Context: an optimization exercise on an open-source flow, tuned for small area and a short achievable clock period. The choices shown serve that exercise and are no tape-out recipe. The RTL was checked by simulation tests, not by an equivalence proof against the original design. Power and IR drop assume default switching activity.

build 61:
Design Two_neuron, start of the top module:
module Two_neuron (clk,reset,enable,wgt1,wgt2,inp,out_vector);
    input clk;
    input reset;
    input enable;
    input  [63:0] wgt1;
    input  [63:0] wgt2;
    input  [63:0] inp;
    output [63:0] out_vector;
    localparam [79:0] TAB_POS = {5'd16, 5'd15, 5'd15, 5'd15, 5'd15, 5'd14, 5'd14, 5'd14,
                                 5'd13, 5'd12, 5'd12, 5'd11, 5'd10, 5'd9,  5'd9,  5'd8};
    localparam [79:0] TAB_NEG = {5'd0,  5'd0,  5'd0,  5'd0,  5'd0,  5'd1,  5'd1,  5'd2,
                                 5'd2,  5'd3,  5'd3,  5'd4,  5'd5,  5'd6,  5'd7,  5'd8};
    function automatic [4:0] sig_pos;
        input sat;
        input [3:0] m;
        sig_pos = sat ? 5'd16 : TAB_POS[5*m +: 5];
    endfunction
    function automatic [4:0] sig_neg;
        input sat;
        input [3:0] m;
        sig_neg = sat ? 5'd0 : TAB_NEG[5*m +: 5];
    endfunction
    function automatic [4:0] sig_sel;
        input neg;
        input hi_any;       
        input hi_all;       
        input [7:0] lo;
        reg [8:0] t;
        begin
            t = {1'b0, ~lo} + 9'd4;
            sig_sel = neg ? sig_neg(~hi_all | t[8], t[7:4]) : sig_pos(hi_any, lo[7:4]);
        end
    endfunction
    function automatic [5:0] sig_pre;
        input neg;
        input hi_any;
        input hi_all;
        input [7:0] lo;
        reg [8:0] t;
        begin
            t = {1'b0, ~lo} + 9'd4;
            sig_pre = neg ? {1'b1, ~hi_all | t[8], t[7:4]} : {1'b0, hi_any, lo[7:4]};
        end
    endfunction
    wire a1, a2, a3, a4, a5, a6, a7, a8, a9, a10, a11, a12, a13, a14, a15, a16;
  ...
For scale: about 3300 cells after synthesis, roughly 270 flip-flops, about 260 I/O pins, about 0.034 mm^2 of cells after synthesis.
clock: 25.0 ns
lec_check: 0
cap_margin: 20
core_margin: 2
core_utilization: 40
place_density: 0.8
slew_margin: 20
synth_hierarchical: 1
synth_minimum_keep_size: 0
standard.sh (not shown) runs the stock make flow with config.mk's settings and CLKGATE_MAP_FILE= SYNTH_SCRIPT=/design/flow/synth_recipe.tcl, a recipe that flattens the netlist after the stock synthesis.
==> flow/flow/run.sh <==
#!/bin/bash
# The standard layout (the standard.sh, unchanged synthesis), with every input and
# output port buffered by a sky130_fd_sc_hd__buf_2 instead of the resizer's default pick.
set -e
export BUFFER_PORTS_ARGS="-buffer_cell sky130_fd_sc_hd__buf_2"
bash standard.sh > standard.log 2>&1
#### Input delta (build 55 over build 61)
--- a/flow/config.mk
+++ b/flow/config.mk
@@ -9,5 +9,5 @@
 export CORE_MARGIN = 2
 export CORE_UTILIZATION = 40
-export PLACE_DENSITY = 0.8
+export CTS_BUF_LIST = sky130_fd_sc_hd__clkbuf_4 sky130_fd_sc_hd__clkbuf_8
 export SLEW_MARGIN = 20
 export SYNTH_HIERARCHICAL = 1
--- outcome ---
The number of antenna violations at the first check in global routing number comes out higher for build 61 vs build 55. Highest attainable clock frequency (build 55 over build 61): increase, 1.5%. Compared with build 61, build 55 has extra setup slack. Build 55 vs build 61: worst hold slack up. Net total in the final layout went up slightly going from build 61 to build 55.
Modified inputs, build 27 compared to build 55
--- a/flow/config.mk
+++ b/flow/config.mk
@@ -9,5 +9,7 @@
 export CORE_MARGIN = 2
 export CORE_UTILIZATION = 40
-export CTS_BUF_LIST = sky130_fd_sc_hd__clkbuf_4 sky130_fd_sc_hd__clkbuf_8
+export CTS_BUF_LIST = sky130_fd_sc_hd__clkbuf_8
+export CTS_CLUSTER_DIAMETER = 60
+export CTS_CLUSTER_SIZE = 20
 export SLEW_MARGIN = 20
 export SYNTH_HIERARCHICAL = 1
Results
Build 27 vs. build 55: via count went down 280, met3 layer usage reported by global route went down 0.54 points. Taking build 55 as the reference, in build 27 fraction of met2 tracks used by global routing now sits higher; register fraction of the total cell area saw an increase; switching portion of total power now larger; CTS clock-pin slew for the worst setup and hold paths grew by 0.03 ns; clock distribution area overhead in the final layout went down 1.4 points. In build 27, the level count of the clock H-tree came out 1 below the value in build 55. Compared build 27 vs build 55, and overall routing resource usage is down in build 27. NOTE total wire length build 55->build 27 decreased slightly.
For build 84, these inputs were changed with respect to build 27:
--- a/flow/config.mk
+++ b/flow/config.mk
@@ -11,5 +11,5 @@
 export CTS_BUF_LIST = sky130_fd_sc_hd__clkbuf_8
 export CTS_CLUSTER_DIAMETER = 60
-export CTS_CLUSTER_SIZE = 20
+export CTS_CLUSTER_SIZE = 16
 export SLEW_MARGIN = 20
 export SYNTH_HIERARCHICAL = 1
Count of antenna diodes in the layout came out exactly the same in build 84 and build 27.
Re non-clock buffer instance count of the final layout: no difference whatsoever between build 84 and build 27.
Build 27 -> build 84: total iterations of the first detailed-routing run delta 0, exact match
Build 84 -> build 27: largest stage delay on the critical path flat

========
Two_neuron again, from the RTL that the note above started with.
clock: 25.0 ns
lec_check: 0
cap_margin: 20
core_margin: 2
core_utilization: 40
slew_margin: 20
synth_hierarchical: 1
synth_minimum_keep_size: 0
==> flow/flow/run.sh <==
#!/bin/bash
# The standard layout (the standard.sh, unchanged synthesis), with every input and
# output port buffered by a sky130_fd_sc_hd__buf_4 instead of the resizer's default pick.
set -e
export BUFFER_PORTS_ARGS="-buffer_cell sky130_fd_sc_hd__buf_4"
bash standard.sh > standard.log 2>&1
The first run finished clean.
==> next run, changes <==
==> flow/flow/run.sh (replaced) <==
#!/bin/bash
# The standard layout (the standard.sh, unchanged synthesis), with every input and
# output port buffered by a sky130_fd_sc_hd__buf_2 instead of the resizer's default pick.
set -e
export BUFFER_PORTS_ARGS="-buffer_cell sky130_fd_sc_hd__buf_2"
bash standard.sh > standard.log 2>&1
Maximum frequency decreases by 0.38%. Cell area drops by 2.0%. Count of clock-buffer cells in the layout climbs by 4. Power drops by 1.1%. Worst hold slack gains 30 ps. Synthesized cell count does not change. Wire length increases by 1.4%. Combinational power is about the same. Sequential power barely changes. Core utilization fell by 0.92 points.

## separate check: timing with driven ports
In the flow no input, the clock included, has a driving cell. The finished layouts below were timed again as built, in two steps.
Step 1 (the two cells are an assumption about what drives the block):
set clk [get_ports {clk}]
set_driving_cell -lib_cell sky130_fd_sc_hd__clkbuf_16 $clk
set_driving_cell -lib_cell sky130_fd_sc_hd__buf_2 [delete_from_list [all_inputs] $clk]
Step 2 times the ports against the registers' clock, not the clock port: input delays grow and output delays shrink by t, the midpoint of the rising clock arrivals with the driver on.
Three values: ideal, step 1, step 2; two values: the first two.
| run | t, ns | setup WS [ns] | worst setup path after step 2 | slew at the worst register clock pin (ns) | pins driven straight from the clock port |
|---|---|---|---|---|---|
| build 61 | 0.587 | 16.019 / 16.018 / 15.432 | input to register | 0.06 / 0.06 | 1 |
| build 55 | 0.700 | 16.155 / 16.169 / 15.469 | input to register | 0.07 / 0.07 | 1 |
| build 27 | 0.724 | 16.186 / 16.194 / 15.470 | input to register | 0.11 / 0.11 | 1 |
| build 84 | 0.724 | 16.186 / 16.194 / 15.470 | input to register | 0.11 / 0.11 | 1 |
| the first run of note 2 | 0.607 | 16.079 / 16.073 / 15.466 | input to register | 0.06 / 0.06 | 1 |
| the second run of note 2 | 0.595 | 16.044 / 16.040 / 15.445 | input to register | 0.06 / 0.06 | 1 |
After both steps setup and hold are still met in every run listed.
